Background: an optimization exercise with open tools, aiming at small area and a short achievable clock period. Do not read the settings as production practice.
No functional check of the RTL was part of any run shown here.

==> design/flow/design.v <==
`timescale 1ns/1ns
module datapath(
    input clk , rst , ldX , ldT , upd ,
    input signed [6:0] x1in , x2in ,
    input signed [1:0] tin ,
    output [1:0] tout ,
    output eq
);
    reg signed [6:0] x1 , x2 ;
    reg t1 ;
    reg [11:0] w1h , w2h ;
    reg [7:0] bhp ;
    wire ng = tin[1] ;
    wire [11:0] w1n , w2n ;
    wire [7:0] bhn = bhp + {{6{ng}}, ~tin[1], 1'b1} ;
    wire [6:0] x1n = ldX ? x1in : x1 ;
    wire [6:0] x2n = ldX ? x2in : x2 ;
    wire t1n = ldT ? tin[1] : t1 ;
    always @(posedge clk, posedge rst) begin
        if (rst) begin
            x1 <= 0 ; x2 <= 0 ; t1 <= 0 ;
            w1h <= 0 ; w2h <= 0 ; bhp <= 8'd16 ;
        end else begin
            x1 <= x1n ; x2 <= x2n ;
            t1 <= t1n ;
            if (upd) begin w1h <= w1n ; w2h <= w2n ; bhp <= bhn ; end
        end
    end
    wire n1 = x1in[0] ^ tin[1];
    wire n2 = x1in[1] ^ tin[1];
    wire n3 = x1in[2] ^ tin[1];
    wire n4 = x1in[3] ^ tin[1];
    wire n5 = x1in[4] ^ tin[1];
    wire n6 = x1in[5] ^ tin[1];
    wire n7 = x1in[6] ^ tin[1];
    wire n8, n9;
    fa u_n8 (.a(w1h[0]), .b(n1), .c(ng), .s(n8), .co(n9));
    wire n10, n11;
    fa u_n10 (.a(w1h[1]), .b(n2), .c(n1), .s(n10), .co(n11));
    wire n12, n13;
    fa u_n12 (.a(w1h[2]), .b(n3), .c(n2), .s(n12), .co(n13));
    wire n14, n15;
    fa u_n14 (.a(w1h[3]), .b(n4), .c(n3), .s(n14), .co(n15));
    wire n16, n17;
    fa u_n16 (.a(w1h[4]), .b(n5), .c(n4), .s(n16), .co(n17));
    wire n18, n19;
    fa u_n18 (.a(w1h[5]), .b(n6), .c(n5), .s(n18), .co(n19));
    wire n20, n21;
    fa u_n20 (.a(w1h[6]), .b(n7), .c(n6), .s(n20), .co(n21));
    wire n22 = n8 & ng;
    wire n23 = n10 & n9;
    wire n24 = n12 & n11;
    wire n25 = n14 & n13;
    wire n26 = n16 & n15;
    wire n27 = n18 & n17;
    wire n28 = n20 & n19;
    wire n29 = w1h[7] & n21;
    wire n30 = w1h[8] & n7;
    wire n31 = w1h[9] & n7;
    wire n32 = w1h[10] & n7;
    wire n33 = w1h[11] & n7;
    wire n34 = n8 ^ ng;
    wire n35 = n10 ^ n9;
    wire n36 = n12 ^ n11;
    wire n37 = n14 ^ n13;
    wire n38 = n16 ^ n15;
    wire n39 = n18 ^ n17;
    wire n40 = n20 ^ n19;
    wire n41 = w1h[7] ^ n21;
    wire n42 = w1h[8] ^ n7;
    wire n43 = w1h[9] ^ n7;
    wire n44 = w1h[10] ^ n7;
    wire n45 = w1h[11] ^ n7;
    wire n46;
    ao21 u_n46 (.g(n22), .p(n34), .c(ng), .y(n46));
    wire n47;
    ao21 u_n47 (.g(n23), .p(n35), .c(n46), .y(n47));
    wire n48 = n35 & n34;
    wire n49;
    ao21 u_n49 (.g(n25), .p(n37), .c(n24), .y(n49));
    wire n50 = n37 & n36;
    wire n51;
    ao21 u_n51 (.g(n27), .p(n39), .c(n26), .y(n51));
    wire n52 = n39 & n38;
    wire n53;
    ao21 u_n53 (.g(n29), .p(n41), .c(n28), .y(n53));
    wire n54 = n41 & n40;
    wire n55;
    ao21 u_n55 (.g(n31), .p(n43), .c(n30), .y(n55));
    wire n56 = n43 & n42;
    wire n57;
    ao21 u_n57 (.g(n33), .p(n45), .c(n32), .y(n57));
    wire n58 = n45 & n44;
    wire n59;
    ao21 u_n59 (.g(n24), .p(n36), .c(n47), .y(n59));
    wire n60 = n36 & n48;
    wire n61;
    ao21 u_n61 (.g(n49), .p(n50), .c(n47), .y(n61));
    wire n62 = n50 & n48;
    wire n63;
    ao21 u_n63 (.g(n28), .p(n40), .c(n51), .y(n63));
    wire n64 = n40 & n52;
    wire n65;
    ao21 u_n65 (.g(n53), .p(n54), .c(n51), .y(n65));
    wire n66 = n54 & n52;
    wire n67;
    ao21 u_n67 (.g(n32), .p(n44), .c(n55), .y(n67));
    wire n68 = n44 & n56;
    wire n69;
    ao21 u_n69 (.g(n57), .p(n58), .c(n55), .y(n69));
    wire n70 = n58 & n56;
    wire n71;
    ao21 u_n71 (.g(n26), .p(n38), .c(n61), .y(n71));
    wire n72 = n38 & n62;
    wire n73;
    ao21 u_n73 (.g(n51), .p(n52), .c(n61), .y(n73));
    wire n74 = n52 & n62;
    wire n75;
    ao21 u_n75 (.g(n63), .p(n64), .c(n61), .y(n75));
    wire n76 = n64 & n62;
    wire n77;
    ao21 u_n77 (.g(n65), .p(n66), .c(n61), .y(n77));
    wire n78 = n66 & n62;
    wire n79;
    ao21 u_n79 (.g(n30), .p(n42), .c(n77), .y(n79));
    wire n80 = n42 & n78;
    wire n81;
    ao21 u_n81 (.g(n55), .p(n56), .c(n77), .y(n81));
    wire n82 = n56 & n78;
    wire n83;
    ao21 u_n83 (.g(n67), .p(n68), .c(n77), .y(n83));
    wire n84 = n68 & n78;
    wire n85;
    ao21 u_n85 (.g(n69), .p(n70), .c(n77), .y(n85));
    wire n86 = n70 & n78;
    wire n87 = n34 ^ ng;
    wire n88 = n35 ^ n46;
    wire n89 = n36 ^ n47;
    wire n90 = n37 ^ n59;
    wire n91 = n38 ^ n61;
    wire n92 = n39 ^ n71;
    wire n93 = n40 ^ n73;
    wire n94 = n41 ^ n75;
    wire n95 = n42 ^ n77;
    wire n96 = n43 ^ n79;
    wire n97 = n44 ^ n81;
    wire n98 = n45 ^ n83;
    wire n99 = x2in[0] ^ tin[1];
    wire n100 = x2in[1] ^ tin[1];
    wire n101 = x2in[2] ^ tin[1];
    wire n102 = x2in[3] ^ tin[1];
    wire n103 = x2in[4] ^ tin[1];
    wire n104 = x2in[5] ^ tin[1];
    wire n105 = x2in[6] ^ tin[1];
    wire n106, n107;
    fa u_n106 (.a(w2h[0]), .b(n99), .c(ng), .s(n106), .co(n107));
    wire n108, n109;
    fa u_n108 (.a(w2h[1]), .b(n100), .c(n99), .s(n108), .co(n109));
    wire n110, n111;
    fa u_n110 (.a(w2h[2]), .b(n101), .c(n100), .s(n110), .co(n111));
    wire n112, n113;
    fa u_n112 (.a(w2h[3]), .b(n102), .c(n101), .s(n112), .co(n113));
    wire n114, n115;
    fa u_n114 (.a(w2h[4]), .b(n103), .c(n102), .s(n114), .co(n115));
    wire n116, n117;
    fa u_n116 (.a(w2h[5]), .b(n104), .c(n103), .s(n116), .co(n117));
    wire n118, n119;
    fa u_n118 (.a(w2h[6]), .b(n105), .c(n104), .s(n118), .co(n119));
    wire n120 = n106 & ng;
    wire n121 = n108 & n107;
    wire n122 = n110 & n109;
    wire n123 = n112 & n111;
    wire n124 = n114 & n113;
    wire n125 = n116 & n115;
    wire n126 = n118 & n117;
    wire n127 = w2h[7] & n119;
    wire n128 = w2h[8] & n105;
    wire n129 = w2h[9] & n105;
    wire n130 = w2h[10] & n105;
    wire n131 = w2h[11] & n105;
    wire n132 = n106 ^ ng;
    wire n133 = n108 ^ n107;
    wire n134 = n110 ^ n109;
    wire n135 = n112 ^ n111;
    wire n136 = n114 ^ n113;
    wire n137 = n116 ^ n115;
    wire n138 = n118 ^ n117;
    wire n139 = w2h[7] ^ n119;
    wire n140 = w2h[8] ^ n105;
    wire n141 = w2h[9] ^ n105;
    wire n142 = w2h[10] ^ n105;
    wire n143 = w2h[11] ^ n105;
    wire n144;
    ao21 u_n144 (.g(n120), .p(n132), .c(ng), .y(n144));
    wire n145;
    ao21 u_n145 (.g(n121), .p(n133), .c(n144), .y(n145));
    wire n146 = n133 & n132;
    wire n147;
    ao21 u_n147 (.g(n123), .p(n135), .c(n122), .y(n147));
    wire n148 = n135 & n134;
    wire n149;
    ao21 u_n149 (.g(n125), .p(n137), .c(n124), .y(n149));
    wire n150 = n137 & n136;
    wire n151;
    ao21 u_n151 (.g(n127), .p(n139), .c(n126), .y(n151));
    wire n152 = n139 & n138;
    wire n153;
    ao21 u_n153 (.g(n129), .p(n141), .c(n128), .y(n153));
    wire n154 = n141 & n140;
    wire n155;
    ao21 u_n155 (.g(n131), .p(n143), .c(n130), .y(n155));
    wire n156 = n143 & n142;
    wire n157;
    ao21 u_n157 (.g(n122), .p(n134), .c(n145), .y(n157));
    wire n158 = n134 & n146;
    wire n159;
    ao21 u_n159 (.g(n147), .p(n148), .c(n145), .y(n159));
    wire n160 = n148 & n146;
    wire n161;
    ao21 u_n161 (.g(n126), .p(n138), .c(n149), .y(n161));
    wire n162 = n138 & n150;
    wire n163;
    ao21 u_n163 (.g(n151), .p(n152), .c(n149), .y(n163));
    wire n164 = n152 & n150;
    wire n165;
    ao21 u_n165 (.g(n130), .p(n142), .c(n153), .y(n165));
    wire n166 = n142 & n154;
    wire n167;
    ao21 u_n167 (.g(n155), .p(n156), .c(n153), .y(n167));
    wire n168 = n156 & n154;
    wire n169;
    ao21 u_n169 (.g(n124), .p(n136), .c(n159), .y(n169));
    wire n170 = n136 & n160;
    wire n171;
    ao21 u_n171 (.g(n149), .p(n150), .c(n159), .y(n171));
    wire n172 = n150 & n160;
    wire n173;
    ao21 u_n173 (.g(n161), .p(n162), .c(n159), .y(n173));
    wire n174 = n162 & n160;
    wire n175;
    ao21 u_n175 (.g(n163), .p(n164), .c(n159), .y(n175));
    wire n176 = n164 & n160;
    wire n177;
    ao21 u_n177 (.g(n128), .p(n140), .c(n175), .y(n177));
    wire n178 = n140 & n176;
    wire n179;
    ao21 u_n179 (.g(n153), .p(n154), .c(n175), .y(n179));
    wire n180 = n154 & n176;
    wire n181;
    ao21 u_n181 (.g(n165), .p(n166), .c(n175), .y(n181));
    wire n182 = n166 & n176;
    wire n183;
    ao21 u_n183 (.g(n167), .p(n168), .c(n175), .y(n183));
    wire n184 = n168 & n176;
    wire n185 = n132 ^ ng;
    wire n186 = n133 ^ n144;
    wire n187 = n134 ^ n145;
    wire n188 = n135 ^ n157;
    wire n189 = n136 ^ n159;
    wire n190 = n137 ^ n169;
    wire n191 = n138 ^ n171;
    wire n192 = n139 ^ n173;
    wire n193 = n140 ^ n175;
    wire n194 = n141 ^ n177;
    wire n195 = n142 ^ n179;
    wire n196 = n143 ^ n181;
    wire n197 = w1h[0] & w2h[0];
    wire n198 = w1h[1] & w2h[1];
    wire n199 = w1h[2] & w2h[2];
    wire n200 = w1h[3] & w2h[3];
    wire n201 = w1h[4] & w2h[4];
    wire n202 = w1h[5] & w2h[5];
    wire n203 = w1h[6] & w2h[6];
    wire n204 = w1h[7] & w2h[7];
    wire n205 = w1h[8] & w2h[8];
    wire n206 = w1h[9] & w2h[9];
    wire n207 = w1h[10] & w2h[10];
    wire n208 = w1h[11] & w2h[11];
    wire n209 = w1h[11] & w2h[11];
    wire n210 = w1h[0] ^ w2h[0];
    wire n211 = w1h[1] ^ w2h[1];
    wire n212 = w1h[2] ^ w2h[2];
    wire n213 = w1h[3] ^ w2h[3];
    wire n214 = w1h[4] ^ w2h[4];
    wire n215 = w1h[5] ^ w2h[5];
    wire n216 = w1h[6] ^ w2h[6];
    wire n217 = w1h[7] ^ w2h[7];
    wire n218 = w1h[8] ^ w2h[8];
    wire n219 = w1h[9] ^ w2h[9];
    wire n220 = w1h[10] ^ w2h[10];
    wire n221 = w1h[11] ^ w2h[11];
    wire n222 = w1h[11] ^ w2h[11];
    wire n223;
    ao21 u_n223 (.g(n198), .p(n211), .c(n197), .y(n223));
    wire n224 = n211 & n210;
    wire n225;
    ao21 u_n225 (.g(n200), .p(n213), .c(n199), .y(n225));
    wire n226 = n213 & n212;
    wire n227;
    ao21 u_n227 (.g(n202), .p(n215), .c(n201), .y(n227));
    wire n228 = n215 & n214;
    wire n229;
    ao21 u_n229 (.g(n204), .p(n217), .c(n203), .y(n229));
    wire n230 = n217 & n216;
    wire n231;
    ao21 u_n231 (.g(n206), .p(n219), .c(n205), .y(n231));
    wire n232 = n219 & n218;
    wire n233;
    ao21 u_n233 (.g(n208), .p(n221), .c(n207), .y(n233));
    wire n234 = n221 & n220;
    wire n235;
    ao21 u_n235 (.g(n199), .p(n212), .c(n223), .y(n235));
    wire n236 = n212 & n224;
    wire n237;
    ao21 u_n237 (.g(n225), .p(n226), .c(n223), .y(n237));
    wire n238 = n226 & n224;
    wire n239;
    ao21 u_n239 (.g(n203), .p(n216), .c(n227), .y(n239));
    wire n240 = n216 & n228;
    wire n241;
    ao21 u_n241 (.g(n229), .p(n230), .c(n227), .y(n241));
    wire n242 = n230 & n228;
    wire n243;
    ao21 u_n243 (.g(n207), .p(n220), .c(n231), .y(n243));
    wire n244 = n220 & n232;
    wire n245;
    ao21 u_n245 (.g(n233), .p(n234), .c(n231), .y(n245));
    wire n246 = n234 & n232;
    wire n247;
    ao21 u_n247 (.g(n201), .p(n214), .c(n237), .y(n247));
    wire n248 = n214 & n238;
    wire n249;
    ao21 u_n249 (.g(n227), .p(n228), .c(n237), .y(n249));
    wire n250 = n228 & n238;
    wire n251;
    ao21 u_n251 (.g(n239), .p(n240), .c(n237), .y(n251));
    wire n252 = n240 & n238;
    wire n253;
    ao21 u_n253 (.g(n241), .p(n242), .c(n237), .y(n253));
    wire n254 = n242 & n238;
    wire n255;
    ao21 u_n255 (.g(n209), .p(n222), .c(n245), .y(n255));
    wire n256 = n222 & n246;
    wire n257;
    ao21 u_n257 (.g(n205), .p(n218), .c(n253), .y(n257));
    wire n258 = n218 & n254;
    wire n259;
    ao21 u_n259 (.g(n231), .p(n232), .c(n253), .y(n259));
    wire n260 = n232 & n254;
    wire n261;
    ao21 u_n261 (.g(n243), .p(n244), .c(n253), .y(n261));
    wire n262 = n244 & n254;
    wire n263;
    ao21 u_n263 (.g(n245), .p(n246), .c(n253), .y(n263));
    wire n264 = n246 & n254;
    wire n265;
    ao21 u_n265 (.g(n255), .p(n256), .c(n253), .y(n265));
    wire n266 = n256 & n254;
    wire n267 = n211 ^ n197;
    wire n268 = n212 ^ n223;
    wire n269 = n213 ^ n235;
    wire n270 = n214 ^ n237;
    wire n271 = n215 ^ n247;
    wire n272 = n216 ^ n249;
    wire n273 = n217 ^ n251;
    wire n274 = n218 ^ n253;
    wire n275 = n219 ^ n257;
    wire n276 = n220 ^ n259;
    wire n277 = n221 ^ n261;
    wire n278 = n222 ^ n263;
    wire n279 = x1n[0] ? (x2n[0] ? n268 : w1h[2]) : (x2n[0] & w2h[2]);
    wire n280 = x1n[0] ? (x2n[0] ? n269 : w1h[3]) : (x2n[0] & w2h[3]);
    wire n281 = x1n[0] ? (x2n[0] ? n270 : w1h[4]) : (x2n[0] & w2h[4]);
    wire n282 = x1n[0] ? (x2n[0] ? n271 : w1h[5]) : (x2n[0] & w2h[5]);
    wire n283 = x1n[0] ? (x2n[0] ? n272 : w1h[6]) : (x2n[0] & w2h[6]);
    wire n284 = x1n[0] ? (x2n[0] ? n273 : w1h[7]) : (x2n[0] & w2h[7]);
    wire n285 = x1n[0] ? (x2n[0] ? n274 : w1h[8]) : (x2n[0] & w2h[8]);
    wire n286 = x1n[0] ? (x2n[0] ? n275 : w1h[9]) : (x2n[0] & w2h[9]);
    wire n287 = x1n[0] ? (x2n[0] ? n276 : w1h[10]) : (x2n[0] & w2h[10]);
    wire n288 = x1n[0] ? (x2n[0] ? n277 : w1h[11]) : (x2n[0] & w2h[11]);
    wire n289 = x1n[0] ? (x2n[0] ? n278 : w1h[11]) : (x2n[0] & w2h[11]);
    wire n290 = ~n289;
    wire n291 = x1n[1] ? (x2n[1] ? n267 : w1h[1]) : (x2n[1] & w2h[1]);
    wire n292 = x1n[1] ? (x2n[1] ? n268 : w1h[2]) : (x2n[1] & w2h[2]);
    wire n293 = x1n[1] ? (x2n[1] ? n269 : w1h[3]) : (x2n[1] & w2h[3]);
    wire n294 = x1n[1] ? (x2n[1] ? n270 : w1h[4]) : (x2n[1] & w2h[4]);
    wire n295 = x1n[1] ? (x2n[1] ? n271 : w1h[5]) : (x2n[1] & w2h[5]);
    wire n296 = x1n[1] ? (x2n[1] ? n272 : w1h[6]) : (x2n[1] & w2h[6]);
    wire n297 = x1n[1] ? (x2n[1] ? n273 : w1h[7]) : (x2n[1] & w2h[7]);
    wire n298 = x1n[1] ? (x2n[1] ? n274 : w1h[8]) : (x2n[1] & w2h[8]);
    wire n299 = x1n[1] ? (x2n[1] ? n275 : w1h[9]) : (x2n[1] & w2h[9]);
    wire n300 = x1n[1] ? (x2n[1] ? n276 : w1h[10]) : (x2n[1] & w2h[10]);
    wire n301 = x1n[1] ? (x2n[1] ? n277 : w1h[11]) : (x2n[1] & w2h[11]);
    wire n302 = x1n[1] ? (x2n[1] ? n278 : w1h[11]) : (x2n[1] & w2h[11]);
    wire n303 = ~n302;
    wire n304 = x1n[2] ? (x2n[2] ? n210 : w1h[0]) : (x2n[2] & w2h[0]);
    wire n305 = x1n[2] ? (x2n[2] ? n267 : w1h[1]) : (x2n[2] & w2h[1]);
    wire n306 = x1n[2] ? (x2n[2] ? n268 : w1h[2]) : (x2n[2] & w2h[2]);
    wire n307 = x1n[2] ? (x2n[2] ? n269 : w1h[3]) : (x2n[2] & w2h[3]);
    wire n308 = x1n[2] ? (x2n[2] ? n270 : w1h[4]) : (x2n[2] & w2h[4]);
    wire n309 = x1n[2] ? (x2n[2] ? n271 : w1h[5]) : (x2n[2] & w2h[5]);
    wire n310 = x1n[2] ? (x2n[2] ? n272 : w1h[6]) : (x2n[2] & w2h[6]);
    wire n311 = x1n[2] ? (x2n[2] ? n273 : w1h[7]) : (x2n[2] & w2h[7]);
    wire n312 = x1n[2] ? (x2n[2] ? n274 : w1h[8]) : (x2n[2] & w2h[8]);
    wire n313 = x1n[2] ? (x2n[2] ? n275 : w1h[9]) : (x2n[2] & w2h[9]);
    wire n314 = x1n[2] ? (x2n[2] ? n276 : w1h[10]) : (x2n[2] & w2h[10]);
    wire n315 = x1n[2] ? (x2n[2] ? n277 : w1h[11]) : (x2n[2] & w2h[11]);
    wire n316 = x1n[2] ? (x2n[2] ? n278 : w1h[11]) : (x2n[2] & w2h[11]);
    wire n317 = ~n316;
    wire n318 = x1n[3] ? (x2n[3] ? n210 : w1h[0]) : (x2n[3] & w2h[0]);
    wire n319 = x1n[3] ? (x2n[3] ? n267 : w1h[1]) : (x2n[3] & w2h[1]);
    wire n320 = x1n[3] ? (x2n[3] ? n268 : w1h[2]) : (x2n[3] & w2h[2]);
    wire n321 = x1n[3] ? (x2n[3] ? n269 : w1h[3]) : (x2n[3] & w2h[3]);
    wire n322 = x1n[3] ? (x2n[3] ? n270 : w1h[4]) : (x2n[3] & w2h[4]);
    wire n323 = x1n[3] ? (x2n[3] ? n271 : w1h[5]) : (x2n[3] & w2h[5]);
    wire n324 = x1n[3] ? (x2n[3] ? n272 : w1h[6]) : (x2n[3] & w2h[6]);
    wire n325 = x1n[3] ? (x2n[3] ? n273 : w1h[7]) : (x2n[3] & w2h[7]);
    wire n326 = x1n[3] ? (x2n[3] ? n274 : w1h[8]) : (x2n[3] & w2h[8]);
    wire n327 = x1n[3] ? (x2n[3] ? n275 : w1h[9]) : (x2n[3] & w2h[9]);
    wire n328 = x1n[3] ? (x2n[3] ? n276 : w1h[10]) : (x2n[3] & w2h[10]);
    wire n329 = x1n[3] ? (x2n[3] ? n277 : w1h[11]) : (x2n[3] & w2h[11]);
    wire n330 = x1n[3] ? (x2n[3] ? n278 : w1h[11]) : (x2n[3] & w2h[11]);
    wire n331 = ~n330;
    wire n332 = x1n[4] ? (x2n[4] ? n210 : w1h[0]) : (x2n[4] & w2h[0]);
    wire n333 = x1n[4] ? (x2n[4] ? n267 : w1h[1]) : (x2n[4] & w2h[1]);
    wire n334 = x1n[4] ? (x2n[4] ? n268 : w1h[2]) : (x2n[4] & w2h[2]);
    wire n335 = x1n[4] ? (x2n[4] ? n269 : w1h[3]) : (x2n[4] & w2h[3]);
    wire n336 = x1n[4] ? (x2n[4] ? n270 : w1h[4]) : (x2n[4] & w2h[4]);
    wire n337 = x1n[4] ? (x2n[4] ? n271 : w1h[5]) : (x2n[4] & w2h[5]);
    wire n338 = x1n[4] ? (x2n[4] ? n272 : w1h[6]) : (x2n[4] & w2h[6]);
    wire n339 = x1n[4] ? (x2n[4] ? n273 : w1h[7]) : (x2n[4] & w2h[7]);
    wire n340 = x1n[4] ? (x2n[4] ? n274 : w1h[8]) : (x2n[4] & w2h[8]);
    wire n341 = x1n[4] ? (x2n[4] ? n275 : w1h[9]) : (x2n[4] & w2h[9]);
    wire n342 = x1n[4] ? (x2n[4] ? n276 : w1h[10]) : (x2n[4] & w2h[10]);
    wire n343 = x1n[4] ? (x2n[4] ? n277 : w1h[11]) : (x2n[4] & w2h[11]);
    wire n344 = x1n[5] ? (x2n[5] ? n210 : w1h[0]) : (x2n[5] & w2h[0]);
    wire n345 = x1n[5] ? (x2n[5] ? n267 : w1h[1]) : (x2n[5] & w2h[1]);
    wire n346 = x1n[5] ? (x2n[5] ? n268 : w1h[2]) : (x2n[5] & w2h[2]);
    wire n347 = x1n[5] ? (x2n[5] ? n269 : w1h[3]) : (x2n[5] & w2h[3]);
    wire n348 = x1n[5] ? (x2n[5] ? n270 : w1h[4]) : (x2n[5] & w2h[4]);
    wire n349 = x1n[5] ? (x2n[5] ? n271 : w1h[5]) : (x2n[5] & w2h[5]);
    wire n350 = x1n[5] ? (x2n[5] ? n272 : w1h[6]) : (x2n[5] & w2h[6]);
    wire n351 = x1n[5] ? (x2n[5] ? n273 : w1h[7]) : (x2n[5] & w2h[7]);
    wire n352 = x1n[5] ? (x2n[5] ? n274 : w1h[8]) : (x2n[5] & w2h[8]);
    wire n353 = x1n[5] ? (x2n[5] ? n275 : w1h[9]) : (x2n[5] & w2h[9]);
    wire n354 = x1n[5] ? (x2n[5] ? n276 : w1h[10]) : (x2n[5] & w2h[10]);
    wire n355 = x1n[6] ? (x2n[6] ? n210 : w1h[0]) : (x2n[6] & w2h[0]);
    wire n356 = ~n355;
    wire n357 = x1n[6] ? (x2n[6] ? n267 : w1h[1]) : (x2n[6] & w2h[1]);
    wire n358 = ~n357;
    wire n359 = x1n[6] ? (x2n[6] ? n268 : w1h[2]) : (x2n[6] & w2h[2]);
    wire n360 = ~n359;
    wire n361 = x1n[6] ? (x2n[6] ? n269 : w1h[3]) : (x2n[6] & w2h[3]);
    wire n362 = ~n361;
    wire n363 = x1n[6] ? (x2n[6] ? n270 : w1h[4]) : (x2n[6] & w2h[4]);
    wire n364 = ~n363;
    wire n365 = x1n[6] ? (x2n[6] ? n271 : w1h[5]) : (x2n[6] & w2h[5]);
    wire n366 = ~n365;
    wire n367 = x1n[6] ? (x2n[6] ? n272 : w1h[6]) : (x2n[6] & w2h[6]);
    wire n368 = ~n367;
    wire n369 = x1n[6] ? (x2n[6] ? n273 : w1h[7]) : (x2n[6] & w2h[7]);
    wire n370 = ~n369;
    wire n371 = x1n[6] ? (x2n[6] ? n274 : w1h[8]) : (x2n[6] & w2h[8]);
    wire n372 = ~n371;
    wire n373 = x1n[6] ? (x2n[6] ? n275 : w1h[9]) : (x2n[6] & w2h[9]);
    wire n374 = ~n373;
    wire n375 = x1n[0] & w1h[0];
    wire n376 = x2n[0] & w2h[0];
    wire n377 = x1n[1] & w1h[0];
    wire n378 = x1n[0] & w1h[1];
    wire n379 = x2n[1] & w2h[0];
    wire n380 = x2n[0] & w2h[1];
    wire n381 = n377 & n378;
    wire n382 = n379 & n380;
    wire n383 = n377 & n379;
    wire n384 = ~n383;
    wire n385 = n378 & n380;
    wire n386 = ~n385;
    wire n387 = n378 ^ n380;
    wire n388 = n375 & n376 & n387;
    wire n389 = ~n388;
    wire n390 = 1'b1;
    wire n391 = 1'b1;
    wire n392 = 1'b1;
    wire n393, n394;
    fa u_n393 (.a(n390), .b(n279), .c(n291), .s(n393), .co(n394));
    wire n395, n396;
    fa u_n395 (.a(n304), .b(n381), .c(n382), .s(n395), .co(n396));
    wire n397, n398;
    fa u_n397 (.a(n392), .b(n282), .c(n294), .s(n397), .co(n398));
    wire n399, n400;
    fa u_n399 (.a(n283), .b(n295), .c(n308), .s(n399), .co(n400));
    wire n401, n402;
    fa u_n401 (.a(n284), .b(n296), .c(n309), .s(n401), .co(n402));
    wire n403, n404;
    fa u_n403 (.a(bhp[0]), .b(n285), .c(n297), .s(n403), .co(n404));
    wire n405, n406;
    fa u_n405 (.a(n310), .b(n323), .c(n336), .s(n405), .co(n406));
    wire n407, n408;
    fa u_n407 (.a(bhp[1]), .b(n286), .c(n298), .s(n407), .co(n408));
    wire n409, n410;
    fa u_n409 (.a(n311), .b(n324), .c(n337), .s(n409), .co(n410));
    wire n411, n412;
    fa u_n411 (.a(bhp[2]), .b(n287), .c(n299), .s(n411), .co(n412));
    wire n413, n414;
    fa u_n413 (.a(n312), .b(n325), .c(n338), .s(n413), .co(n414));
    wire n415, n416;
    fa u_n415 (.a(bhp[3]), .b(n288), .c(n300), .s(n415), .co(n416));
    wire n417, n418;
    fa u_n417 (.a(n313), .b(n326), .c(n339), .s(n417), .co(n418));
    wire n419, n420;
    fa u_n419 (.a(bhp[4]), .b(n290), .c(n301), .s(n419), .co(n420));
    wire n421, n422;
    fa u_n421 (.a(n314), .b(n327), .c(n340), .s(n421), .co(n422));
    wire n423, n424;
    fa u_n423 (.a(bhp[5]), .b(n303), .c(n315), .s(n423), .co(n424));
    wire n425, n426;
    fa u_n425 (.a(n328), .b(n341), .c(n352), .s(n425), .co(n426));
    wire n427, n428;
    fa u_n427 (.a(bhp[6]), .b(n317), .c(n329), .s(n427), .co(n428));
    wire n429, n429_nc;
    fa u_n429 (.a(bhp[7]), .b(t1n), .c(n331), .s(n429), .co(n429_nc));
    wire n430, n431;
    fa u_n430 (.a(n384), .b(n386), .c(n389), .s(n430), .co(n431));
    wire n432, n433;
    fa u_n432 (.a(n280), .b(n292), .c(n305), .s(n432), .co(n433));
    wire n434, n435;
    fa u_n434 (.a(n318), .b(n394), .c(n396), .s(n434), .co(n435));
    wire n436, n437;
    fa u_n436 (.a(n391), .b(n281), .c(n293), .s(n436), .co(n437));
    wire n438, n439;
    fa u_n438 (.a(n306), .b(n319), .c(n332), .s(n438), .co(n439));
    wire n440, n441;
    fa u_n440 (.a(n307), .b(n320), .c(n333), .s(n440), .co(n441));
    wire n442, n443;
    ha u_n442 (.a(n344), .b(n397), .s(n442), .co(n443));
    wire n444, n445;
    fa u_n444 (.a(n321), .b(n334), .c(n345), .s(n444), .co(n445));
    wire n446, n447;
    fa u_n446 (.a(n356), .b(n398), .c(n399), .s(n446), .co(n447));
    wire n448, n449;
    fa u_n448 (.a(n322), .b(n335), .c(n346), .s(n448), .co(n449));
    wire n450, n451;
    fa u_n450 (.a(n358), .b(n400), .c(n401), .s(n450), .co(n451));
    wire n452, n453;
    fa u_n452 (.a(n347), .b(n360), .c(n402), .s(n452), .co(n453));
    wire n454, n455;
    ha u_n454 (.a(n403), .b(n405), .s(n454), .co(n455));
    wire n456, n457;
    fa u_n456 (.a(n348), .b(n362), .c(n404), .s(n456), .co(n457));
    wire n458, n459;
    fa u_n458 (.a(n406), .b(n407), .c(n409), .s(n458), .co(n459));
    wire n460, n461;
    fa u_n460 (.a(n349), .b(n364), .c(n408), .s(n460), .co(n461));
    wire n462, n463;
    fa u_n462 (.a(n410), .b(n411), .c(n413), .s(n462), .co(n463));
    wire n464, n465;
    fa u_n464 (.a(n350), .b(n366), .c(n412), .s(n464), .co(n465));
    wire n466, n467;
    fa u_n466 (.a(n414), .b(n415), .c(n417), .s(n466), .co(n467));
    wire n468, n469;
    fa u_n468 (.a(n351), .b(n368), .c(n416), .s(n468), .co(n469));
    wire n470, n471;
    fa u_n470 (.a(n418), .b(n419), .c(n421), .s(n470), .co(n471));
    wire n472, n473;
    fa u_n472 (.a(n370), .b(n420), .c(n422), .s(n472), .co(n473));
    wire n474, n475;
    ha u_n474 (.a(n423), .b(n425), .s(n474), .co(n475));
    wire n476, n477;
    fa u_n476 (.a(n342), .b(n353), .c(n372), .s(n476), .co(n477));
    wire n478, n479;
    fa u_n478 (.a(n424), .b(n426), .c(n427), .s(n478), .co(n479));
    wire n480, n480_nc;
    fa u_n480 (.a(n343), .b(n354), .c(n374), .s(n480), .co(n480_nc));
    wire n481 = n428 ^ n429;
    wire n482, n483;
    fa u_n482 (.a(n433), .b(n436), .c(n438), .s(n482), .co(n483));
    wire n484, n485;
    fa u_n484 (.a(n437), .b(n439), .c(n440), .s(n484), .co(n485));
    wire n486, n487;
    fa u_n486 (.a(n441), .b(n444), .c(n443), .s(n486), .co(n487));
    wire n488, n489;
    fa u_n488 (.a(n445), .b(n448), .c(n447), .s(n488), .co(n489));
    wire n490, n491;
    fa u_n490 (.a(n449), .b(n454), .c(n452), .s(n490), .co(n491));
    wire n492, n493;
    fa u_n492 (.a(n455), .b(n453), .c(n456), .s(n492), .co(n493));
    wire n494, n495;
    fa u_n494 (.a(n457), .b(n460), .c(n459), .s(n494), .co(n495));
    wire n496, n497;
    fa u_n496 (.a(n461), .b(n464), .c(n463), .s(n496), .co(n497));
    wire n498, n499;
    fa u_n498 (.a(n465), .b(n468), .c(n467), .s(n498), .co(n499));
    wire n500, n501;
    fa u_n500 (.a(n474), .b(n469), .c(n472), .s(n500), .co(n501));
    wire n502, n503;
    fa u_n502 (.a(n476), .b(n475), .c(n473), .s(n502), .co(n503));
    wire n504, n504_nc;
    fa u_n504 (.a(n477), .b(n480), .c(n481), .s(n504), .co(n504_nc));
    wire n505, n506;
    fa u_n505 (.a(n430), .b(n393), .c(n395), .s(n505), .co(n506));
    wire n507, n508;
    fa u_n507 (.a(n431), .b(n432), .c(n434), .s(n507), .co(n508));
    wire n509, n510;
    ha u_n509 (.a(n435), .b(n482), .s(n509), .co(n510));
    wire n511, n512;
    fa u_n511 (.a(n442), .b(n483), .c(n484), .s(n511), .co(n512));
    wire n513, n514;
    fa u_n513 (.a(n485), .b(n446), .c(n486), .s(n513), .co(n514));
    wire n515, n516;
    fa u_n515 (.a(n450), .b(n487), .c(n488), .s(n515), .co(n516));
    wire n517, n518;
    fa u_n517 (.a(n451), .b(n489), .c(n490), .s(n517), .co(n518));
    wire n519, n520;
    fa u_n519 (.a(n458), .b(n491), .c(n492), .s(n519), .co(n520));
    wire n521, n522;
    fa u_n521 (.a(n462), .b(n493), .c(n494), .s(n521), .co(n522));
    wire n523, n524;
    fa u_n523 (.a(n466), .b(n495), .c(n496), .s(n523), .co(n524));
    wire n525, n526;
    fa u_n525 (.a(n470), .b(n497), .c(n498), .s(n525), .co(n526));
    wire n527, n528;
    fa u_n527 (.a(n471), .b(n499), .c(n500), .s(n527), .co(n528));
    wire n529, n530;
    fa u_n529 (.a(n478), .b(n501), .c(n502), .s(n529), .co(n530));
    wire n531, n531_nc;
    fa u_n531 (.a(n479), .b(n503), .c(n504), .s(n531), .co(n531_nc));
    wire n532 = n506 & n507;
    wire n533 = n506 ^ n507;
    wire n534 = n508 & n509;
    wire n535 = n508 ^ n509;
    wire n536;
    ao21 u_n536 (.g(n534), .p(n535), .c(n532), .y(n536));
    wire n537 = n535 & n533;
    wire n538 = n537 & n505;
    assign w1n = {n98, n97, n96, n95, n94, n93, n92, n91, n90, n89, n88, n87} ;
    assign w2n = {n196, n195, n194, n193, n192, n191, n190, n189, n188, n187, n186, n185} ;
    reg [22:0] cs ;
    always @(posedge clk, posedge rst) begin
        if (rst) cs <= 23'b10110101010101010101010 ;
        else cs <= {n531, n530, n536, n529, n528, n527, n526, n525, n524, n523, n522, n521, n520, n519, n518, n517, n516, n515, n514, n513, n512, n511, n510} ;
    end
    wire n539 = cs[0] & cs[1];
    wire n540 = cs[0] ^ cs[1];
    wire n541 = cs[2] & cs[3];
    wire n542 = cs[2] ^ cs[3];
    wire n543 = cs[4] & cs[5];
    wire n544 = cs[4] ^ cs[5];
    wire n545 = cs[6] & cs[7];
    wire n546 = cs[6] ^ cs[7];
    wire n547 = cs[8] & cs[9];
    wire n548 = cs[8] ^ cs[9];
    wire n549 = cs[10] & cs[11];
    wire n550 = cs[10] ^ cs[11];
    wire n551 = cs[12] & cs[13];
    wire n552 = cs[12] ^ cs[13];
    wire n553 = cs[14] & cs[15];
    wire n554 = cs[14] ^ cs[15];
    wire n555 = cs[16] & cs[17];
    wire n556 = cs[16] ^ cs[17];
    wire n557 = cs[18] & cs[19];
    wire n558 = cs[18] ^ cs[19];
    wire n559;
    ao21 u_n559 (.g(n539), .p(n540), .c(cs[20]), .y(n559));
    wire n560;
    ao21 u_n560 (.g(n545), .p(n546), .c(n543), .y(n560));
    wire n561 = n546 & n544;
    wire n562;
    ao21 u_n562 (.g(n560), .p(n561), .c(n541), .y(n562));
    wire n563 = n561 & n542;
    wire n564;
    ao21 u_n564 (.g(n562), .p(n563), .c(n559), .y(n564));
    wire n565;
    ao21 u_n565 (.g(n551), .p(n552), .c(n549), .y(n565));
    wire n566 = n552 & n550;
    wire n567;
    ao21 u_n567 (.g(n565), .p(n566), .c(n547), .y(n567));
    wire n568 = n566 & n548;
    wire n569;
    ao21 u_n569 (.g(n557), .p(n558), .c(n555), .y(n569));
    wire n570 = n558 & n556;
    wire n571;
    ao21 u_n571 (.g(n569), .p(n570), .c(n553), .y(n571));
    wire n572 = n570 & n554;
    wire n573;
    ao21 u_n573 (.g(n571), .p(n572), .c(n567), .y(n573));
    wire n574 = n572 & n568;
    wire n575;
    ao21 u_n575 (.g(n573), .p(n574), .c(n564), .y(n575));
    wire n576, n576_nc;
    fa u_n576 (.a(cs[21]), .b(cs[22]), .c(n575), .s(n576), .co(n576_nc));
    wire ne = n576 ;
    assign eq = ~ne ;
    assign tout = { ne ^ t1 , 1'b1 } ;
endmodule
module ao21(input g, p, c, output y);
    assign y = g | p & c ;
endmodule
module ha(input a, b, output s, co);
    assign s = a ^ b ;
    assign co = a & b ;
endmodule
module fa(input a, b, c, output s, co);
    assign s = a ^ b ^ c ;
    assign co = a & b | a & c | b & c ;
endmodule
`timescale 1ns/1ns
module controller(
    input clk , rst , eq , start , EOF , EOI ,
    output ldX , ldT , upd , updating ,
    output reg learned
);
    reg [2:0] ps, ns;
    localparam [2:0] idle = 0, starting = 1, toLearn = 2, getX = 3, update = 4, test = 5;
    always @(*) begin
        case (ps)
            idle     : ns = start ? starting : idle;
            starting : ns = learned ? test : toLearn;
            toLearn  : ns = getX;
            getX     : ns = EOF ? starting : (eq ? getX : update);
            update   : ns = getX;
            test     : ns = EOI ? idle : test;
            default  : ns = idle;
        endcase
    end
    assign ldX = (ps == getX) | (ps == test);
    assign ldT = (ps == getX);
    assign upd = (ps == getX) & ~EOF & ~eq;
    assign updating = (ps == getX) & ~eq;
    always @(posedge clk, posedge rst) begin
        if (rst) learned <= 1'b0;
        else if (ns == toLearn) learned <= 1'b1;
        else if (ns == update) learned <= 1'b0;
    end
    always @(posedge clk, posedge rst) begin
        if (rst) ps <= idle;
        else ps <= ns;
    end
endmodule
`timescale 1ns/1ns
module neuron(
    input clk , rst , start , EOI , EOF ,
    input signed [6:0] x1 , x2 ,
    input signed [1:0] tin ,
    output learned , updating ,
    output signed [1:0] tout
);
    wire ldX, ldT, upd, eq;
    datapath dp(
        .clk(clk), .rst(rst), .ldX(ldX), .ldT(ldT), .upd(upd),
        .x1in(x1), .x2in(x2), .tin(tin), .tout(tout), .eq(eq)
    );
    controller ct(
        .clk(clk), .rst(rst), .eq(eq), .start(start), .EOF(EOF), .EOI(EOI),
        .ldX(ldX), .ldT(ldT), .upd(upd), .updating(updating), .learned(learned)
    );
endmodule
==> design/flow/run.sh <==
#!/bin/bash
# synth_recipe.tcl (not shown) runs the flow's synth.tcl, then flattens the netlist and writes it again
# the make line also repeats each setting of config.mk as NAME=value (left out here)
make -C /OpenROAD-flow-scripts/flow DESIGN_CONFIG=/design/flow/config.mk WORK_HOME=/design/flow/orfs CLKGATE_MAP_FILE= SYNTH_SCRIPT=/design/flow/synth_recipe.tcl finish
==> design/flow/config.mk <==
export PLATFORM = sky130hd
export DESIGN_NAME = neuron
export DESIGN_NICKNAME = neuron
export VERILOG_FILES = /design/flow/design.v
export SDC_FILE = /design/flow/constraint.sdc
export NUM_CORES = 4
export LEC_CHECK = 0
export CAP_MARGIN = 20
export CORE_MARGIN = 2
export CORE_UTILIZATION = 40
export SETUP_SLACK_MARGIN = 4.5
export SLEW_MARGIN = 20
export SYNTH_HIERARCHICAL = 1
export TNS_END_PERCENT = 5
==> design/flow/constraint.sdc <==
create_clock -name core_clock -period 9.5 [get_ports {clk}]
set_input_delay 1.9000 -clock core_clock [delete_from_list [all_inputs] [get_ports {clk}]]
set_output_delay 1.9000 -clock core_clock [all_outputs]
set_load 0.01 [all_outputs]
==> run notes, run 1 <==
die area=21700 um^2; Crit path top cell by count=fa_1; Synth Flop Type=dfrtp_1; Post-synth top cells=97 x nor2_1, 88 x nand2_1, 86 x a21oi_1, 85 x o21ai_1, 83 x fa_1; launch point of the worst path=x1[1]; Routed wire per std cell=18.8 um; setup TNS=0 ns; Post-synth EDFFs=0; clock skew=0.0103 ns; DRT Wirelength=22.1 mm; Num CTS Buffers=9; DRC errors left=0; remaining antenna violation count after routing=0; hold crit path type=register to register; R2R Path Start=dp.w2h[1]; clock edge transition at the registers on the reported setup and hold paths=0.06 ns; initial antenna violation count=0; Worst Path Max Fanout=11; Ant. Diodes=0; CTS tree=built; Num Clock Sinks=74; drt via density=5.47; Final WS setup=4.44 ns; port bufs=22; gr ovfl total=0; FMAX=197 MHz; Clock Path Buffers=2; Crit Path Class=input port to register; Finish-stage setup viols=0; Distinct cells, synth=52; 1st-pass router iterations=5; I/O pins=25; cells along the critical path=clkdlybuf4s50_1 > mux2i_2 > nor2_1 > a21oi_1 > o21ai_1 > fa_1 > fa_1 > fa_1 > fa_1; CP endpoint kind=register; fin nets=1060; Ys Warns=8; reg-to-reg slack, setup=4.73 ns; CP Launch Type=input port; Synth area leader=fa_1; initial core utilization=0.407; Total GRT Usage=0.202; Worst Hold Launch=dp.x2[5]; setup slack at placement=3.57 ns; RSZ-0062 raised after global routing=yes; core area=20200 um^2; Worst EP arrival=5.33 ns; Hold Fails Final Rpt=0; async set-or-reset flop fraction in the synthesized netlist=1.00; status=finished clean; H-Tree Depth=3; vias in the first global route=6039; root buffer cell=clkbuf_16; DP HPWL=15.8 mm; largest net degree at the start of global routing=67; Die Span Y=147 um; fin crit period=5.06 ns; first-pass GRT wire length=33.6 mm; DR iter-0 viols=436; Seq/Total Area, Yosys=0.228; clock latency (worst-skew pair)=0.36 ns; worst path bufs/invs=1; MaxCap Viol Count=0; die width=147 um; row count=52; Max-Slew Margin vs Limit=0.407; Required @ worst endpoint=9.77 ns; share of the synthesized area in the top cell type=0.202; Final Cycle Share=0.533; post-synthesis register bit count=74; count leader, synth=nor2_1; mapped cell area=8210 um^2; Placer Congestion=0.884; Least-Margin Pin Slew=0.890 ns; Area Growth Syn to Fin=9.77%; Slowest-stage cell, CP=mux2i_2; final slew viol count=0; share of layout cells above drive strength 1=0.0983; crit-path max cell delay=0.69 ns; cell count after synthesis=897; Vias=6425; Post-Syn Area per Cell=9.15 um^2; CP top delay family=adder cells; synth top area cells=fa_1 20%, dfrtp_1 19%, ha_1 8.5%
==> repair_timing <==
action	CTS	global route
gates resized for setup	7	6
hold endpoints to repair	0	0
setup endpoints to repair	25	23
hold buffers	0	0
setup buffers	1	10
gates cloned	0	5
pin swaps	1	2
==> registers in the layout (all words and copies together) (netlist names), 3 cells and up <==
signal  count
ct.ps       3
dp.bhp      8
dp.cs      23
dp.w1h     12
dp.w2h     12
dp.x1       7
dp.x2       7
==> modules after synthesis (local to each module, per instance), excerpt <==
module	times used	flops+latches	cell area (um^2)
datapath	1	70	5750
controller	1	4	263
fa	82	0	20.0
ha	4	0	12.5
ao21	67	0	7.51
==> layer usage <==
layer	share of wire	wire, um	global-route usage
met5	0	0	0
met4	0.024	522	0.0596
met3	0.077	1690	0.0394
met2	0.46	10100	0.320
met1	0.44	9790	0.282
==> final cells by class <==
| class | count | area, um^2 |
|---|---|---|
| sequential | 74 | 1870 |
| fill | 1996 | 11200 |
| timing repair buffer | 42 | 394 |
| tap | 270 | 338 |
| multi-input combinational | 748 | 6050 |
| clock inverter | 3 | 15.0 |
| inverter | 25 | 97.6 |
| clock buffer | 13 | 250 |
==> layout by cell type, fill, tap and decap left out, types with 4 or more instances in the layout <==
cell type        instances
o21ai_1                 85
a21o_1                  70
inv_1                   11
nand2_1                 88
clkdlybuf4s50_1         19
nor2_1                  96
mux2i_2                  4
inv_2                   13
dfstp_2                 13
conb_1                   4
xor2_1                  20
a211oi_1                11
mux2i_1                 12
and2_1                  25
mux2i_4                  7
ha_1                    56
a21oi_1                 86
clkbuf_16                9
xnor2_1                 39
dfrtp_1                 61
nor2_4                   6
and3_1                  13
fa_1                    82
nor2b_1                  4
buf_4                   18
==> path summary, 6_finish.rpt <==
path	to	cells after the start
setup / recovery	dp.cs[11]	9
hold / removal	dp.x2[5]	2
setup reg to reg	dp.cs[11]	13
hold reg to reg	dp.x2[5]	2
max in group asynchronous	dp.w1h[9]	3
min in group asynchronous	dp.x2[1]	2
==> worst min-delay path, stage by stage, from the launching register on <==
cell     delay [ns]
dfrtp_1        0.32
mux2i_1        0.09
inv_2          0.07
==> cells by family after synthesis <==
group	Yosys count	synth area share
buffers and inverters	83	0.0505
AO/OA/AOI/OAI	276	0.202
flip-flops	74	0.228
other	1	0.000457
XOR/XNOR	59	0.0630
multiplexers	24	0.0396
adder cells (fa/ha/maj)	139	0.288
AND/OR/NAND/NOR	241	0.129
==> per-stage QoR <==
stage | hold slack, ns | cell area, um^2 | std cells | utilization
floorplan | 0.495 | 8220 | 900 | -
global placement | 0.491 | 8520 | 1143 | 0.423
detailed placement | 0.500 | 8530 | 1143 | 0.423
CTS | 0.515 | 8820 | 1160 | 0.437
global route | 0.546 | 9010 | 1175 | 0.447
finish | 0.514 | 9010 | 1175 | 0.447
==> run 2: changes to the inputs <==
--- a/design/flow/config.mk
+++ b/design/flow/config.mk
@@ -8,7 +8,7 @@
 export CAP_MARGIN = 20
 export CORE_MARGIN = 2
 export CORE_UTILIZATION = 40
-export SETUP_SLACK_MARGIN = 4.5
+export SETUP_SLACK_MARGIN = 5
 export SLEW_MARGIN = 20
 export SYNTH_HIERARCHICAL = 1
 export TNS_END_PERCENT = 5
==> run notes, run 2 <==
cell count after synthesis=897 (unchanged); Placement Cell Area=8570 um^2 (was 8530 um^2); Synth Flop Type=dfrtp_1 (unchanged); gr ovfl total=0 (unchanged); share of layout cells above drive strength 1=0.163 (was 0.0983); die width=147 um (unchanged); Placed Cells=1144 (was 1143); Required @ worst endpoint=9.79 ns (was 9.77 ns); Post-synth EDFFs=0 (unchanged); Num Clock Sinks=74 (unchanged); first-pass GRT wire length=36.2 mm (was 33.6 mm); Hold Slack=0.567 ns (was 0.514 ns); CP Launch Type=input port (unchanged); fin nets=1088 (was 1060); MaxCap Viol Count=0 (unchanged); Num CTS Buffers=9 (unchanged); row count=52 (unchanged); Routed wire per std cell=18.7 um (was 18.8 um); RSZ-0062 raised after global routing=yes (unchanged); Reg with most FFs=dp.cs (unchanged); Vias=6592 (was 6425); post-route design area=9560 um^2 (was 9010 um^2); most frequent cells in the layout=95 x nor2_1, 88 x nand2_1, 86 x a21oi_1, 78 x fa_1, 74 x o21ai_1 (was 96 x nor2_1, 88 x nand2_1, 86 x a21oi_1, 85 x o21ai_1, 82 x fa_1); CTS tree=built (unchanged); core area=20200 um^2 (unchanged); Distinct cells, synth=52 (unchanged); initial core utilization=0.407 (unchanged); clock skew=0.00978 ns (was 0.0103 ns); async set-or-reset flop fraction in the synthesized netlist=1.00 (unchanged); Clock Path Buffers=2 (unchanged); Ys Warns=8 (unchanged); synth top area cells=fa_1 20%, dfrtp_1 19%, ha_1 8.5% (unchanged); die area=21700 um^2 (unchanged); DP HPWL=15.7 mm (was 15.8 mm); Post-synth top cells=97 x nor2_1, 88 x nand2_1, 86 x a21oi_1, 85 x o21ai_1, 83 x fa_1 (unchanged); port bufs=22 (unchanged); setup TNS=0 ns (unchanged); Hold Fails Final Rpt=0 (unchanged); Largest regs=dp.cs: 23 flops, dp.w1h: 12 flops, dp.w2h: 12 flops (unchanged); clock latency (worst-skew pair)=0.35 ns (was 0.36 ns); Max-Slew Margin vs Limit=0.353 (was 0.407); DR iter-0 viols=591 (was 436); root buffer cell=clkbuf_16 (unchanged); clock edge transition at the registers on the reported setup and hold paths=0.06 ns (about the same); mapped cell area=8210 um^2 (unchanged); Finish-stage setup viols=0 (unchanged); Least-Margin Pin Slew=0.970 ns (was 0.890 ns); Die Span Y=147 um (unchanged); Final Cycle Share=0.490 (was 0.533); # fillers=1901 (was 1996); share of the synthesized area in the top cell type=0.202 (unchanged); CP endpoint kind=register (unchanged); max FFs per register=23 (unchanged); DRC errors left=0 (unchanged); count leader, synth=nor2_1 (unchanged); Final WS setup=4.85 ns (was 4.44 ns); largest net degree at the start of global routing=71 (was 67); post-synthesis register bit count=74 (unchanged); drt via density=5.48 (was 5.47); 1st-pass router iterations=5 (unchanged); setup slack at placement=3.62 ns (was 3.57 ns); vias in the first global route=6377 (was 6039); DRT Wirelength=22.5 mm (was 22.1 mm); Worst EP arrival=4.94 ns (was 5.33 ns); most common cell after layout, fill and taps aside=nor2_1 (unchanged); Crit Path Class=input port to register (unchanged); final slew viol count=0 (unchanged); Seq/Total Area, Yosys=0.228 (unchanged); H-Tree Depth=3 (unchanged); count of non-filler cells in the finished layout=1203 (was 1175); Area Growth Syn to Fin=16.4% (was 9.77%); status=finished clean (unchanged); I/O pins=25 (unchanged); Total GRT Usage=0.216 (was 0.202); Placer Congestion=0.890 (was 0.884); Ant. Diodes=0 (unchanged); remaining antenna violation count after routing=0 (unchanged); Post-Syn Area per Cell=9.15 um^2 (unchanged); initial antenna violation count=0 (unchanged); Synth area leader=fa_1 (unchanged); hold crit path type=register to register (unchanged); FMAX=215 MHz (was 197 MHz); Worst Path Max Fanout=9 (was 11); fin crit period=4.65 ns (was 5.06 ns)
-- run 2: cell counts after synthesis --
No cell type changed its count.
-- run 2: path summary, 6_finish.rpt --
| path | startpoint | to | slack, ns | cells after the start |
|---|---|---|---|---|
| hold reg to reg | dp.bhp[4] | dp.bhp[4] | 0.57 | 1 |
| setup / recovery | x1[1] | dp.cs[7] | 4.85 | 11 |
| min in group asynchronous | rst | ct.ps[0] | 1.79 | 2 |
| max in group asynchronous | rst | dp.x2[3] | 6.68 | 3 |
| setup reg to reg | dp.w2h[1] | dp.cs[13] | 4.97 | 12 |
| hold / removal | dp.bhp[4] | dp.bhp[4] | 0.57 | 1 |
-- run 2: worst max-delay path, stage by stage --
cell and delay [ns]:
clkdlybuf4s15_1 0.34, mux2i_4 0.28, buf_12 0.16, nor2_4 0.06, buf_4 0.14, nand2_1 0.07
o21ai_2 0.08, fa_1 0.44, fa_1 0.52, fa_1 0.44, fa_1 0.49
-- run 2: logic make-up (layout without fill, tap and decap cells) --
family,Yosys count,count (layout),share of synthesized area
multiplexers,24,28,0.0396
XOR/XNOR,59,59,0.0630
adder cells (fa/ha/maj),139,139,0.288
AND/OR/NAND/NOR,241,244,0.129
flip-flops,74,74,0.228
other,1,4,0.000457
AO/OA/AOI/OAI,276,276,0.202
buffers and inverters,83,109,0.0505
-- run 2: per-stage QoR --
stage | util
floorplan | -
global placement | 0.425
detailed placement | 0.425
CTS | 0.464
global route | 0.474
finish | 0.474
-- run 2: cell type report --
cell class / count / area, um^2 / share of cell area
clock buffer: 12 / 256 / 0.0268
inverter: 25 / 100 / 0.0105
timing repair buffer: 68 / 624 / 0.0653
multi-input combinational: 750 / 6270 / 0.656
clock inverter: 4 / 97.6 / 0.0102
sequential: 74 / 1870 / 0.195
tap: 270 / 338 / 0.0354
-- run 2: repair_timing --
| action | in CTS | in global routing |
|---|---|---|
| cloned | 7 | 0 |
| gates resized for setup | 42 | 32 |
| buffers inserted | 29 | 7 |
| endpoints found under the setup margin | 38 | 32 |
| hold buffers | 0 | 0 |
| pin swaps | 12 | 16 |
-- run 2: routing by layer --
| metal | GRT usage | up-vias | share of wire |
|---|---|---|---|
| li1 | - | 3128 | - |
| met1 | 0.307 | 3147 | 0.45 |
| met2 | 0.339 | 266 | 0.45 |
| met3 | 0.0317 | 51 | 0.071 |
| met4 | 0.0760 | 0 | 0.031 |
| met5 | 0 | - | 0 |
-- run 2: Yosys stat by module, one instance, submodules excluded, excerpt --
module	cells inside	copies in the design	flip-flops and latches
fa	1	82	0
ha	1	4	0
datapath	713	1	70
controller	31	1	4
ao21	1	67	0

-- re-timing with driven ports --
No port has a modelled driver above. Below, the same layouts with a new extraction and two added sets of constraints. Step 1 sets driving cells, clkbuf_16 on the clock port and buf_2 on the other inputs (assumed; they add their load-dependent delay and slew). Step 2 moves the port delays by t, midway between the first and last clock arrival at a register: inputs arrive t later, outputs are due t later. That takes back most of the time a late clock gives input paths. Three values: ideal, step 1, step 2; two values: the first two.
run	t (ns)	slack for setup (ns)	slew at the worst register clock pin (ns)
run 1	0.394	4.436 / 4.458 / 4.064	0.06 / 0.06
run 2	0.385	4.845 / 4.812 / 4.471	0.06 / 0.06
After both steps every run listed still meets setup and hold. The setup slack of run 2, which loses most, moves by -0.033 ns with the drivers and by -0.374 ns with both steps.
